Source: an optimization exercise on an open RTL-to-GDS flow (aim: small area and a short achievable clock period). Production flows keep margins and buffers that such runs may drop. Where RTL was checked, it was by simulation tests only, not by an equivalence proof against the original. Only the layout flow was run in run 2; the RTL was not checked for function there. Power is estimated from default activity; no workload was simulated.

$ cat flow/config.mk
export PLATFORM = sky130hd
export DESIGN_NAME = cpu
export DESIGN_NICKNAME = cpu
export VERILOG_FILES = /design/flow/design.v
export SDC_FILE = /design/flow/constraint.sdc
export NUM_CORES = 4
export LEC_CHECK = 0
export CAP_MARGIN = 20
export CORE_MARGIN = 2
export CORE_UTILIZATION = 65
export PLACE_DENSITY = 0.7
export SETUP_SLACK_MARGIN = 5
export SLEW_MARGIN = 20
export SYNTH_HIERARCHICAL = 1
export SYNTH_MINIMUM_KEEP_SIZE = 0
export BUFFER_PORTS_ARGS = -buffer_cell sky130_fd_sc_hd__buf_4
$ cat flow/design.v
module cpu
(
  input wire clk,
  input wire res,
  output wire [31:0] a,
  input wire [17:0] din,
  output wire [17:0] dout,
  output wire wr
);
  reg [31:0] r [0:14];   
  reg [31:0] pc;         
  reg        c;
  reg [3:0]  r_pfx;
  reg        di_valid;
  reg [31:0] p_q, g_q;
  reg        cin_q;      
  reg        s_p_q;      
  reg        s_g_q;      
  reg        s_c_q;      
  reg        s_sl_q;     
  reg        s_sr_q;     
  reg [1:0]  shb_q;      
  reg        w_lo_q, w_hi_q, w_c_q;
  reg [3:0]  w_d_q;      
  assign dout = 18'b0;
  assign wr   = 1'b0;
  wire [31:0] cy;        
  cpu_carry u_cy (.p(p_q), .g(g_q), .cin(cin_q), .c(cy));
  wire b_in = shb_q[1] ? (shb_q[0] & (s_sr_q ? p_q[31] : 1'b1))
                       : (shb_q[0] ? (s_sr_q ? p_q[0] : p_q[31]) : c);
  wire [31:0] lr = ({32{s_p_q}} & p_q) ^ ({32{s_g_q}} & g_q)
                 | ({32{s_sl_q}} & {p_q[30:0], b_in})
                 | ({32{s_sr_q}} & {b_in, p_q[31:1]});
  wire [31:0] x0n = ~(s_c_q ? p_q  : lr);
  wire [31:0] x1n = ~(s_c_q ? ~p_q : lr);
  wire pc_lo_w = w_lo_q & (w_d_q == 4'd15);
  wire pc_hi_w = w_hi_q & (w_d_q == 4'd15);
  wire [31:0] pcw = {{16{pc_hi_w}}, {16{pc_lo_w}}};
  wire [31:0] a0n = pcw & x0n | ~pcw & ~pc;
  wire [31:0] a1n = pcw & x1n | ~pcw & ~pc;
  wire [31:0] rb;
  genvar gb, gk;
  generate
    for (gb = 0; gb < 32; gb = gb + 1) begin : g_out
      cpu_mux2i u_rb (.s(cy[gb]), .a(x0n[gb]), .b(x1n[gb]), .y(rb[gb]));
      cpu_mux2i u_a  (.s(cy[gb]), .a(a0n[gb]), .b(a1n[gb]), .y(a[gb]));
    end
  endgenerate
  integer k;
  always @(posedge clk) begin
    for (k = 0; k < 15; k = k + 1) begin
      if (w_lo_q && w_d_q == k) r[k][15:0]  <= rb[15:0];
      if (w_hi_q && w_d_q == k) r[k][31:16] <= rb[31:16];
    end
    if (w_c_q)
      c <= s_sl_q ? p_q[31] : p_q[0];
  end
  wire [17:0] i = din;
  wire [1:0]  cls = i[17:16];
  wire [3:0]  op  = i[15:12];
  wire        run = di_valid & ~res;
  wire is_ll = (cls == 2'b00);
  wire is_lh = (cls == 2'b01);
  wire is_ri = (cls == 2'b10);
  wire is_rr = (cls == 2'b11);
  wire o_ld  = (op == 4'd0);
  wire o_add = (op == 4'd1);
  wire o_sub = (op == 4'd2);
  wire o_and = (op == 4'd3);
  wire o_or  = (op == 4'd4);
  wire o_xor = (op == 4'd5);
  wire o_sh  = (op == 4'd12);
  wire alu_w = cls[1] & (o_ld | o_add | o_sub | o_and | o_or | o_xor | o_sh);
  wire rsel  = is_rr & (op == 4'd15) & (i[11:4] == 8'hFF);
  wire x_use = cls[1] & ~(is_ri & o_ld);
  wire y_use = is_rr & ~o_ld & ~o_sh;
  wire [3:0]  xa = i[16] ? i[7:4] : i[11:8];
  wire [15:0] dx = (16'b1 << xa) & {16{x_use}};
  wire [15:0] dy = (16'b1 << i[3:0]) & {16{y_use}};
  wire [15:0] wd1 = 16'b1 << w_d_q;
  wire [15:0] wp_lo = wd1 & {16{w_lo_q}};
  wire [15:0] wp_hi = wd1 & {16{w_hi_q}};
  wire [15:0] sx_lo = dx & ~wp_lo, sx_hi = dx & ~wp_hi;
  wire [15:0] sy_lo = dy & ~wp_lo, sy_hi = dy & ~wp_hi;
  wire fx_lo = |(dx & wp_lo), fx_hi = |(dx & wp_hi);
  wire fy_lo = |(dy & wp_lo), fy_hi = |(dy & wp_hi);
  wire [31:0] xf, yr;
  generate
    for (gb = 0; gb < 32; gb = gb + 1) begin : g_rd
      wire [15:0] col;
      for (gk = 0; gk < 15; gk = gk + 1) begin : g_col
        assign col[gk] = r[gk][gb];
      end
      assign col[15] = pc[gb];
      if (gb < 16) begin : g_lo
        cpu_rmux17 u_x (.d(col), .s(sx_lo), .f(rb[gb]), .fs(fx_lo), .y(xf[gb]));
        cpu_rmux17 u_y (.d(col), .s(sy_lo), .f(rb[gb]), .fs(fy_lo), .y(yr[gb]));
      end else begin : g_hi
        cpu_rmux17 u_x (.d(col), .s(sx_hi), .f(rb[gb]), .fs(fx_hi), .y(xf[gb]));
        cpu_rmux17 u_y (.d(col), .s(sy_hi), .f(rb[gb]), .fs(fy_hi), .y(yr[gb]));
      end
    end
  endgenerate
  wire [31:0] yi = is_ll ? {16'b0, i[15:0]} :
                   is_lh ? {i[15:0], i[15:0]} :
                   is_ri ? {24'b0, i[7:0]} : 32'b0;
  wire        sub = cls[1] & o_sub;
  wire [31:0] yf  = (yr | (yi & {32{~(is_ri & o_sh)}})) ^ {32{sub}};
  wire [31:0] pn = xf ^ yf;
  wire [31:0] gn = xf & yf;
  always @(posedge clk) begin
    p_q    <= pn;
    g_q    <= gn;
    cin_q  <= sub;
    s_p_q  <= ~cls[1] | o_ld | o_or | o_xor | o_add | o_sub;
    s_g_q  <= cls[1] & (o_and | o_or);
    s_c_q  <= cls[1] & (o_add | o_sub);
    s_sl_q <= cls[1] & o_sh & ~i[7];
    s_sr_q <= cls[1] & o_sh & i[7];
    shb_q  <= i[6:5];
    w_d_q  <= cls[1] ? i[11:8] : r_pfx;
    w_lo_q <= run & (alu_w | is_ll);
    w_hi_q <= run & (alu_w | ~cls[1]);
    w_c_q  <= run & cls[1] & o_sh;
  end
  wire [31:0] a_inc = a + 32'd1;
  always @(posedge clk) begin
    if (res) begin
      pc       <= 32'b0;
      r_pfx    <= 4'b0;
      di_valid <= 1'b0;
    end else begin
      di_valid <= 1'b1;
      pc       <= a_inc;
      if (run && cls[1])
        r_pfx <= rsel ? i[3:0] : 4'b0;
    end
  end
endmodule
module cpu_carry (input wire [31:0] p, input wire [31:0] g, input wire cin,
                  output wire [31:0] c);
  reg [31:0] gg, pp;
  integer l, j;
  always @* begin
    gg = g;
    pp = p;
    gg[0] = g[0] | (p[0] & cin);
    for (l = 0; l < 5; l = l + 1)
      for (j = 0; j < 32; j = j + 1)
        if (j & (1 << l)) begin
          gg[j] = gg[j] | (pp[j] & gg[((j >> l) << l) - 1]);
          pp[j] = pp[j] & pp[((j >> l) << l) - 1];
        end
  end
  assign c = {gg[30:0], cin};
endmodule
module cpu_rmux17 (input wire [15:0] d, input wire [15:0] s, input wire f,
                   input wire fs, output wire y);
  wire [5:0] t;
  wire u, v, t6;
  cpu_aoi222 a0 (.a(d[0]),  .b(s[0]),  .c(d[1]),  .d(s[1]),  .e(d[2]),  .f(s[2]),  .y(t[0]));
  cpu_aoi222 a1 (.a(d[3]),  .b(s[3]),  .c(d[4]),  .d(s[4]),  .e(d[5]),  .f(s[5]),  .y(t[1]));
  cpu_aoi222 a2 (.a(d[6]),  .b(s[6]),  .c(d[7]),  .d(s[7]),  .e(d[8]),  .f(s[8]),  .y(t[2]));
  cpu_aoi222 a3 (.a(d[9]),  .b(s[9]),  .c(d[10]), .d(s[10]), .e(d[11]), .f(s[11]), .y(t[3]));
  cpu_aoi222 a4 (.a(d[12]), .b(s[12]), .c(d[13]), .d(s[13]), .e(d[14]), .f(s[14]), .y(t[4]));
  cpu_nand2 a5 (.a(d[15]), .b(s[15]), .y(t[5]));
  cpu_nand2 a6 (.a(f), .b(fs), .y(t6));
  cpu_nand3 n0 (.a(t[0]), .b(t[1]), .c(t[2]), .y(u));
  cpu_nand4 n1 (.a(t[3]), .b(t[4]), .c(t[5]), .d(t6), .y(v));
  assign y = u | v;
endmodule
module cpu_nand2 (input wire a, b, output wire y);
  assign y = ~(a & b);
endmodule
module cpu_nand4 (input wire a, b, c, d, output wire y);
  assign y = ~(a & b & c & d);
endmodule
module cpu_mux2i (input wire s, a, b, output wire y);
  assign y = ~(s ? b : a);
endmodule
module cpu_aoi222 (input wire a, b, c, d, e, f, output wire y);
  assign y = ~((a & b) | (c & d) | (e & f));
endmodule
module cpu_nand3 (input wire a, b, c, output wire y);
  assign y = ~(a & b & c);
endmodule
$ cat flow/constraint.sdc
create_clock -name core_clock -period 10.0 [get_ports {clk}]
set_input_delay 2.0000 -clock core_clock [delete_from_list [all_inputs] [get_ports {clk}]]
set_output_delay 2.0000 -clock core_clock [all_outputs]
set_load 0.01 [all_outputs]
$ cat flow/standard.sh
#!/bin/bash
# synth_recipe.tcl (not shown) runs the flow's synth.tcl, then flattens the netlist and writes it again
# the make line also repeats each setting of config.mk as NAME=value (left out here)
make -C /OpenROAD-flow-scripts/flow DESIGN_CONFIG=/design/flow/config.mk WORK_HOME=/design/flow/orfs CLKGATE_MAP_FILE= SYNTH_SCRIPT=/design/flow/synth_recipe.tcl "${@:-finish}"
$ cat flow/flow/run.sh
#!/bin/bash
# Standard ORFS layout, with the port buffers made from buf_4 instead of the
# default buffer_ports choice (a delay cell).
set -euo pipefail
echo 'export BUFFER_PORTS_ARGS = -buffer_cell sky130_fd_sc_hd__buf_4' >> config.mk
bash standard.sh > standard.log 2>&1
==> results.yml, run 1 <==
layout:
  regArea_um2: 16800
  drive_gt1_frac: 0.171
  num-fill-cells: 2739
  layout_common_cells: "edfxtp_1, nand2_1, a222oi_1"
  final_common_cell: "edfxtp_1"
  multi_input_area_um2: 11700
  syn_to_final_growth_pct: 16.4
  nets: 2608
  final_util: 0.767
critical_path:
  arrival_ns: 3.06
  worst_r2r_startpoint: "p_q[0]$_DFF_P_"
  slowest_delay_ns: 0.37
  cp-start-kind: "flop"
  cp_num_buf_inv: 1
  worst_path_max_delay_cell: "dfxtp_4"
  path_class: "reg2out"
  crit_path_cell_trace: "and4_4 -> nand4_1 -> or3_4 -> o22a_4 -> o21a_1 -> a21oi_4 -> a221o_1 -> mux2i_4 -> buf_6"
  required_ns: 8.00
  endpoint_kind: "primary output"
  cp_max_fo: 4
  cpLargestDelayFamily: "compound AO/OA/AOI/OAI gates"
  cp-startpoint: "p_q[12]$_DFF_P_"
synth:
  async_flop_share: 0
  synth-edff-count: 481
  synth_cells: 2347
  ys_seq_elements: 597
  yosysSeqAreaShare: 0.590
  ys.flop_type: "edfxtp_1"
  synth.area.top_cells: "edfxtp_1, a222oi_1, dfxtp_1, nand2_1, mux2i_1"
  ys.warnings.count: 9
  yosys.area.top_type: "edfxtp_1"
  synth_top_area_share: 0.508
  yosysUniqueCellTypes: 88
  synth_area_um2: 28400
  avgSynthCellArea_um2: 12.1
route:
  num_vias: 23900
  wirelength_um: 94900
  drt_iter0_markers: 5904
  avgRoutedWirePerCell_um: 29.8
  drc: 0
  drtPass1Iterations: 14
  ant_nets: 0
  vias_per_cell: 7.50
floorplan:
  core_um2: 43100
  start_util: 0.659
  io_pins: 71
  dieArea_um2: 45400
  die_w_um: 213
  rows: 76
  dieHeight_um: 213
clock_network:
  cts_tree: "yes"
  insertion_delay_ns: 0.65
  cts_buffers: 59
  cts_buffer_depth: 3
  cts_root_buffer: "clkbuf_16"
  cts.sink_count: 597
  cts.htree.levels: 2
  clk_pin_slew_ns: 0.06
timing:
  fmaxAchievable_ghz: 0.198
  tightestPinTransition_ns: 1.23
  slew_headroom: 0.177
  period_minus_slack_ns: 5.06
  setup_violations: 0
  drv_slew: 0
  fin_skew_ns: 0.0289
  fin_crit_sh: 0.506
  final.setup.tns_ns: 0
  hold_viol_final: 0
  rsz0062_at_grt: "true"
grt:
  grt_pass1_vias: 22200
  antenna_found_initial: 3
  grt_use_total: 0.414
  grt_max_degree: 68
  grt_pass1_wl_um: 137000
  overflow: 0
outcome:
  status: "complete, no violations"
run:
  maxCapViolCount: 0
placement:
  dp_hpwl_um: 59500
  io_buffers: 51
  gp_congestion: 0.986
power_and_ir_drop:
  peakVddDrop_mv: 0.191
  powerDensity_nw_per_um2: 186
  power_leakage_uw: 0.0116
min_path:
  hp-class: "reg2reg"
  hp-start: "w_c_q$_DFF_P_"
## final cells by class
type	instances	share of cell area
Timing Repair Buffer	216	0.0497
Inverter	17	0.00204
Sequential cell	597	0.509
Clock inverter	43	0.0171
Tap cell	585	0.0221
Timing Repair inverter	1	0.000227
Multi-Input combinational cell	1663	0.353
Antenna cell	1	0.0000757
Clock buffer	67	0.0462
## registers in the layout, indices dropped and copies added (netlist names)
register  count
w_hi_q        1
r_pfx         4
r           480
s_sl_q        1
cin_q         1
g_q          32
p_q          32
w_d_q         4
s_sr_q        1
pc           32
w_lo_q        1
shb_q         2
c             1
w_c_q         1
s_g_q         1
di_valid      1
s_p_q         1
s_c_q         1
## per-module statistics from Yosys, one instance, submodules excluded
module | flops+latches | copies in the design | cells inside | area (um^2)
cpu | 597 | 1 | 1556 | 22400
cpu_aoi222 | 0 | 320 | 1 | 10.0
cpu_carry | 0 | 1 | 87 | 598
cpu_mux2i | 0 | 64 | 1 | 10.0
cpu_nand2 | 0 | 128 | 1 | 3.75
cpu_nand3 | 0 | 64 | 1 | 5.00
cpu_nand4 | 0 | 64 | 1 | 6.26
cpu_rmux17 | 0 | 64 | 1 | 6.26
## worst paths after layout
check | slack, ns | end | depth (start not counted)
worst min-delay path | 0.47 | c$_DFFE_PP_ | 0
worst max register to register | 5.93 | p_q[28]$_DFF_P_ | 16
worst min register to register | 0.47 | c$_DFFE_PP_ | 0
worst max-delay path | 4.94 | a[28] | 9
## cells by family (layout without fill, tap and decap cells)
family | count (synthesis) | after routing | share of synthesized area
adder cells (fa/ha/maj) | 33 | 33 | 0.0145
XOR/XNOR | 89 | 89 | 0.0274
multiplexers | 74 | 74 | 0.0265
buffers and inverters | 106 | 344 | 0.0177
AO/OA/AOI/OAI | 579 | 579 | 0.178
flip-flops | 597 | 597 | 0.590
AND/OR/NAND/NOR | 868 | 869 | 0.145
other | 1 | 20 | 0.000132
## per-layer routing
| layer | track usage | share of wire | vias up |
|---|---|---|---|
| li1 | - | - | 10000 |
| met5 | 0 | 0.0013 | - |
| met1 | 0.580 | 0.36 | 11400 |
| met4 | 0.158 | 0.036 | 6 |
| met2 | 0.591 | 0.42 | 2196 |
| met3 | 0.150 | 0.18 | 317 |
## synthesized netlist by cell type (6+ instances only)
| cell | number |
|---|---|
| mux2i_1 | 66 |
| nor2_1 | 143 |
| nand2b_1 | 8 |
| buf_2 | 17 |
| and3_1 | 8 |
| or2_1 | 65 |
| edfxtp_1 | 481 |
| clkbuf_1 | 49 |
| mux2_2 | 7 |
| buf_4 | 20 |
| nor2b_1 | 18 |
| nand2_1 | 374 |
| a222oi_1 | 320 |
| nand3_1 | 85 |
| nand4_1 | 85 |
| ha_1 | 33 |
| xnor2_1 | 74 |
| o21ai_0 | 42 |
| dfxtp_1 | 116 |
| a221oi_1 | 31 |
| xor2_1 | 15 |
| and2_1 | 7 |
| nor3_1 | 26 |
| inv_1 | 17 |
| a22o_1 | 6 |
| a21oi_1 | 50 |
| a21o_1 | 19 |
| o21a_1 | 63 |
## metrics by stage
stage / instance area [um^2] / hold slack (ns) / worst slack [ns] / cells / power [uW]
floorplan: 28500 / 0.413 / 5.22 / 2365 / 3410
global placement: 30200 / 0.418 / 4.64 / 3035 / 3680
detailed placement: 30200 / 0.438 / 4.62 / 3035 / 3710
CTS: 32800 / 0.466 / 4.95 / 3175 / 6090
global route: 33100 / 0.483 / 4.91 / 3189 / 6300
finish: 33100 / 0.470 / 4.94 / 3190 / 6150
## power by group
| part | internal (uW) | switching (uW) |
|---|---|---|
| registers | 2890 | 96.9 |
| logic | 247 | 531 |
| clock network | 1390 | 995 |
| total | 4530 | 1620 |
## repair_timing
action | CTS | global route
buffers inserted | 29 | 13
setup endpoints to repair | 32 | 32
endpoints found under the hold margin | 0 | 0
hold buffers | 0 | 0
pin swaps | 14 | 8
gates cloned | 1 | 1
resized for setup | 81 | 32
==> run 2: changes to the inputs <==
==> flow/design.v (replaced) <==
module cpu
(
  input wire clk,
  input wire res,
  output wire [31:0] a,
  input wire [17:0] din,
  output wire [17:0] dout,
  output wire wr
);
  reg [31:0] r [0:14];   
  reg [31:0] pc;         
  reg        c;
  reg [3:0]  r_pfx;
  reg        di_valid;
  wire [17:0] i = din;
  wire [1:0]  cls = i[17:16];
  wire [3:0]  op  = i[15:12];
  wire [2:0]  sh  = i[7:5];
  assign a    = pc;
  assign dout = 18'b0;
  assign wr   = 1'b0;
  wire [3:0] xa = i[16] ? i[7:4] : i[11:8];
  wire [3:0] ya = i[3:0];
  wire [31:0] rx = (xa == 4'd15) ? pc : r[xa];
  wire [31:0] ry = (ya == 4'd15) ? pc : r[ya];
  wire [31:0] y = i[16] ? ry : {24'b0, i[7:0]};
  wire [31:0] sum = (op == 4'd2) ? rx - y : rx + y;
  reg [31:0] res_v;
  reg        c_n;
  always @* begin
    c_n = c;
    case (op)
      4'd0:    res_v = i[16] ? rx : y;
      4'd1,
      4'd2:    res_v = sum;
      4'd3:    res_v = rx & y;
      4'd4:    res_v = rx | y;
      4'd5:    res_v = rx ^ y;
      default: begin
        if (!sh[2]) begin
          res_v = {rx[30:0], sh[1] ? sh[0] : (sh[0] ? rx[31] : c)};
          c_n = rx[31];
        end else begin
          res_v = {sh[1] ? (sh[0] & rx[31]) : (sh[0] ? rx[0] : c), rx[31:1]};
          c_n = rx[0];
        end
      end
    endcase
  end
  wire run   = di_valid;
  wire is_l  = run & ~cls[1];                  
  wire is_op = run & cls[1];
  wire alu_w = is_op & ((op <= 4'd5) | (op == 4'd12));
  wire sh_w  = is_op & (op == 4'd12);
  wire rsel  = is_op & cls[0] & (op == 4'd15) & (i[11:4] == 8'hFF);
  wire [3:0]  wa    = is_l ? r_pfx : i[11:8];
  wire        we_lo = alu_w | (is_l & ~cls[0]);
  wire        we_hi = alu_w | is_l;
  wire [15:0] wd_lo = is_l ? i[15:0] : res_v[15:0];
  wire [15:0] wd_hi = is_l ? (cls[0] ? i[15:0] : 16'b0) : res_v[31:16];
  integer k;
  always @(posedge clk) begin
    for (k = 0; k < 15; k = k + 1) begin
      if (!res && we_lo && wa == k) r[k][15:0]  <= wd_lo;
      if (!res && we_hi && wa == k) r[k][31:16] <= wd_hi;
    end
  end
  wire [31:0] pc1 = pc + 32'd1;
  always @(posedge clk) begin
    if (res) begin
      pc       <= 32'b0;
      r_pfx    <= 4'b0;
      di_valid <= 1'b0;
    end else begin
      di_valid <= 1'b1;
      pc[15:0]  <= (we_lo && wa == 4'd15) ? wd_lo : pc1[15:0];
      pc[31:16] <= (we_hi && wa == 4'd15) ? wd_hi : pc1[31:16];
      if (is_op)
        r_pfx <= rsel ? i[3:0] : 4'b0;
      if (sh_w)
        c <= c_n;
    end
  end
endmodule
==> flow/run.sh (new file) <==
#!/bin/bash
# synth_recipe.tcl (not shown) runs the flow's synth.tcl, then flattens the netlist and writes it again
# the make line also repeats each setting of config.mk as NAME=value (left out here)
make -C /OpenROAD-flow-scripts/flow DESIGN_CONFIG=/design/flow/config.mk WORK_HOME=/design/flow/orfs CLKGATE_MAP_FILE= SYNTH_SCRIPT=/design/flow/synth_recipe.tcl finish
==> flow/config.mk (replaced) <==
export PLATFORM = sky130hd
export DESIGN_NAME = cpu
export DESIGN_NICKNAME = cpu
export VERILOG_FILES = /design/flow/design.v
export SDC_FILE = /design/flow/constraint.sdc
export NUM_CORES = 4
export LEC_CHECK = 0
export CAP_MARGIN = 20
export CORE_MARGIN = 2
export CORE_UTILIZATION = 40
export PLACE_DENSITY = 0.6
export SLEW_MARGIN = 20
removed: flow/flow/run.sh
removed: flow/standard.sh
==> results.yml, run 2 <==
timing:
  fmaxAchievable_ghz: 0.112
  fin_skew_ns: 0.0392
  period_minus_slack_ns: 8.93
  final.setup.tns_ns: 0
  setup_violations: 0
  hold_viol_final: 0
  slew_headroom: 0.102
  drv_slew: 0
  tightestPinTransition_ns: 1.35
  fin_crit_sh: 0.893
  rsz0062_at_grt: "false"
power_and_ir_drop:
  internal_power_uw: 4140
  power_frac_seq: 0.416
  power_switching_uw: 1830
  power_leakage_uw: 0.0119
  powerDensity_nw_per_um2: 173
  combPwrFrac: 0.216
  swShare: 0.306
  clock_power_share: 0.368
  peakVddDrop_mv: 0.107
route:
  dr.max_layer_used: "met5"
  wirelength_um: 153000
  ant_nets: 0
  drtPass1Iterations: 14
  drc: 0
  vias_per_cell: 7.34
  drt_iter0_markers: 6326
  met3_length_um: 24100
  num_vias: 28500
  dr_wl_met2_um: 61300
  wl_met1_um: 57000
  avgRoutedWirePerCell_um: 39.4
clock_network:
  cts_buffer_depth: 3
  hold_buffers: 0
  cts.htree.levels: 2
  cts_resized: 0
  insertion_delay_ns: 0.64
  cts_root_buffer: "clkbuf_16"
  cts_tree: "yes"
  post-cts-setup-buffer-count: 0
  cts_buffers: 54
  clk_pin_slew_ns: 0.06
  cts.sink_count: 518
synth:
  synth_cells: 2784
  yosys.area.top_type: "edfxtp_1"
  synth.most_common_cell: "edfxtp_1"
  synthTopCellsByCount: "edfxtp_1, a22oi_1, nor2_1"
  ys_seq_elements: 518
  synth-edff-count: 481
  ys.flop_type: "edfxtp_1"
  yosysSeqAreaShare: 0.503
  yosysUniqueCellTypes: 94
  synth.area.top_cells: "edfxtp_1, a22oi_1, ha_1, a21oi_1, dfxtp_1"
  synth_area_um2: 30200
  synth_top_area_share: 0.478
  ys.warnings.count: 2
  async_flop_share: 0
  avgSynthCellArea_um2: 10.9
grt:
  grt_use_total: 0.379
  overflow: 0
  antenna_found_initial: 9
  grt_pass1_wl_um: 208000
  grt_max_degree: 47
  grt_pass1_vias: 26200
critical_path:
  cp_max_fo: 36
  cp_num_buf_inv: 2
  cpLargestDelayFamily: "compound AO/OA/AOI/OAI gates"
  worst_path_max_delay_cell: "nor2_1"
  slowest_delay_ns: 0.91
  endpoint_kind: "flop"
  arrival_ns: 9.20
  crit_path_cell_trace: "buf_4 -> buf_4 -> mux4_2 -> nand2_1 -> o311ai_1 -> a211oi_1 -> or3_1 -> nand4_1 -> nor2_1 -> and2_1 -> nor2_1 -> xor2_1 -> ha_1 -> a21oi_1 -> o21ai_0 -> o41ai_1 -> o21ai_0 -> a41oi_1 -> o21ai_1 -> a211oi_1 -> xnor2_1 -> a21oi_1 -> nor2_1"
  required_ns: 10.27
  crit_top_cell: "nor2_1"
  cp-start-kind: "input pin"
  path_class: "in2reg"
layout:
  reg_top3: "r (480), pc (32), r_pfx (4)"
  final_common_cell: "edfxtp_1"
  largest_reg_flops: 480
  nets: 2977
  layout_common_cells: "edfxtp_1, a22oi_1, buf_4"
  regArea_um2: 15200
  syn_to_final_growth_pct: 14.3
  drive_gt1_frac: 0.141
  multi_input_area_um2: 13900
  num-fill-cells: 6845
  fin_area_um2: 34500
  largest_register: "r"
outcome:
  status: "complete, no violations"
min_path:
  hp-class: "reg2reg"
floorplan:
  io_pins: 71
  dieHeight_um: 279
  core_um2: 74600
  dieArea_um2: 77700
  start_util: 0.405
  die_w_um: 279
  rows: 100
run:
  maxCapViolCount: 0
placement:
  io_buffers: 51
  placed_area_um2: 32600
  dp_hpwl_um: 105000
  gp_congestion: 1.05
-- run 2: cells by family after synthesis --
kind of cell | count (synthesis) | synth area share
compound gates | 982 | 0.232
xor+xnor | 81 | 0.0235
fa+ha+maj | 95 | 0.0396
buf+inv | 323 | 0.0489
flops | 518 | 0.503
mux | 103 | 0.0381
other cells | 1 | 0.000124
simple gates | 681 | 0.115
-- run 2: power by group through the flow --
stage          Sequential, uW  Combinational (uW)  Clock (uW)
2_1_floorplan            2530                 705           0
4_1_cts                  2490                1210        2200
5_1_grt                  2490                1320        2280
3_3_place_gp             2530                1190           0
3_5_place_dp             2530                1200           0
6_report                 2490                1290        2200
-- run 2: final timing paths --
kind	from	end	slack, ns	depth (start not counted)
worst max-delay path	din[1]	r[9][29]$_DFFE_PP_	1.07	23
worst min-delay path	r_pfx[1]$_SDFFE_PP0P_	r_pfx[1]$_SDFFE_PP0P_	0.61	2
worst max register to register	r[9][8]$_DFFE_PP_	r[9][29]$_DFFE_PP_	2.96	21
worst min register to register	r_pfx[1]$_SDFFE_PP0P_	r_pfx[1]$_SDFFE_PP0P_	0.61	2
-- run 2: worst reg2reg max path, stage by stage, from the launching register on --
cell and delay, ns:
edfxtp_1 0.42, mux4_2 0.48, nand2_1 0.08, o311ai_1 0.08, a211oi_1 0.66, or3_1 0.40
nand4_1 0.26, nor2_1 0.28, and2_1 0.25, nor2_1 0.07, xor2_1 0.14, ha_1 0.41
a21oi_1 0.32, o21ai_0 0.18, o41ai_1 0.42, o21ai_0 0.15, a41oi_1 0.40, o21ai_1 0.19
a211oi_1 0.33, xnor2_1 0.16, a21oi_1 0.09, nor2_1 0.92
-- run 2: per-layer routing --
metal,global-route usage,up-vias
met3,0.142,629
li1,-,11100
met4,0.204,10
met1,0.505,14000
met2,0.532,2731
met5,0.0125,-
-- run 2: metrics by stage --
step	setup WS [ns]	util	power (uW)	hold slack (ns)	std cells
floorplan	2.11	-	3230	0.528	2802
global placement	0.961	0.437	3720	0.575	3774
detailed placement	0.819	0.437	3740	0.589	3775
CTS	1.47	0.463	5900	0.607	3876
global route	0.930	0.463	6090	0.647	3876
finish	1.07	0.463	5970	0.608	3880
-- run 2: final cells by class --
cell class / count / area share
Timing Repair Buffer: 241 / 0.0562
Sequential cell: 518 / 0.440
Antenna cell: 4 / 0.000290
Tap cell: 969 / 0.0351
Clock buffer: 63 / 0.0416
Multi-Input combinational cell: 1961 / 0.404
Clock inverter: 38 / 0.0138
Inverter: 86 / 0.00935

## separate check: timing with driven ports
In the flow no input, the clock included, has a driving cell. The finished layouts below were timed again as built, in two steps. Step 1, drivers: a clkbuf_16 drives clk and a buf_2 each remaining input, both assumed. Step 2 times the ports against the registers' clock, not the clock port: input delays grow and output delays shrink by t, the midpoint of the rising clock arrivals with the driver on. Slacks: ideal / step 1 / step 2; pairs: ideal / step 1.
| run | t, ns | setup slack, ns | hold slack, ns | latest minus earliest clock arrival (ns) |
|---|---|---|---|---|
| run 1 | 0.696 | 4.945 / 4.885 / 4.488 | 0.470 / 0.470 / 0.470 | 0.029 / 0.029 |
| run 2 | 0.684 | 1.073 / 1.106 / 0.421 | 0.608 / 0.608 / 0.608 | 0.039 / 0.039 |
After both steps setup and hold are still met in every run listed. For run 2, which loses most, drivers alone change the setup slack by +0.033 ns; drivers and shift together by -0.652 ns.
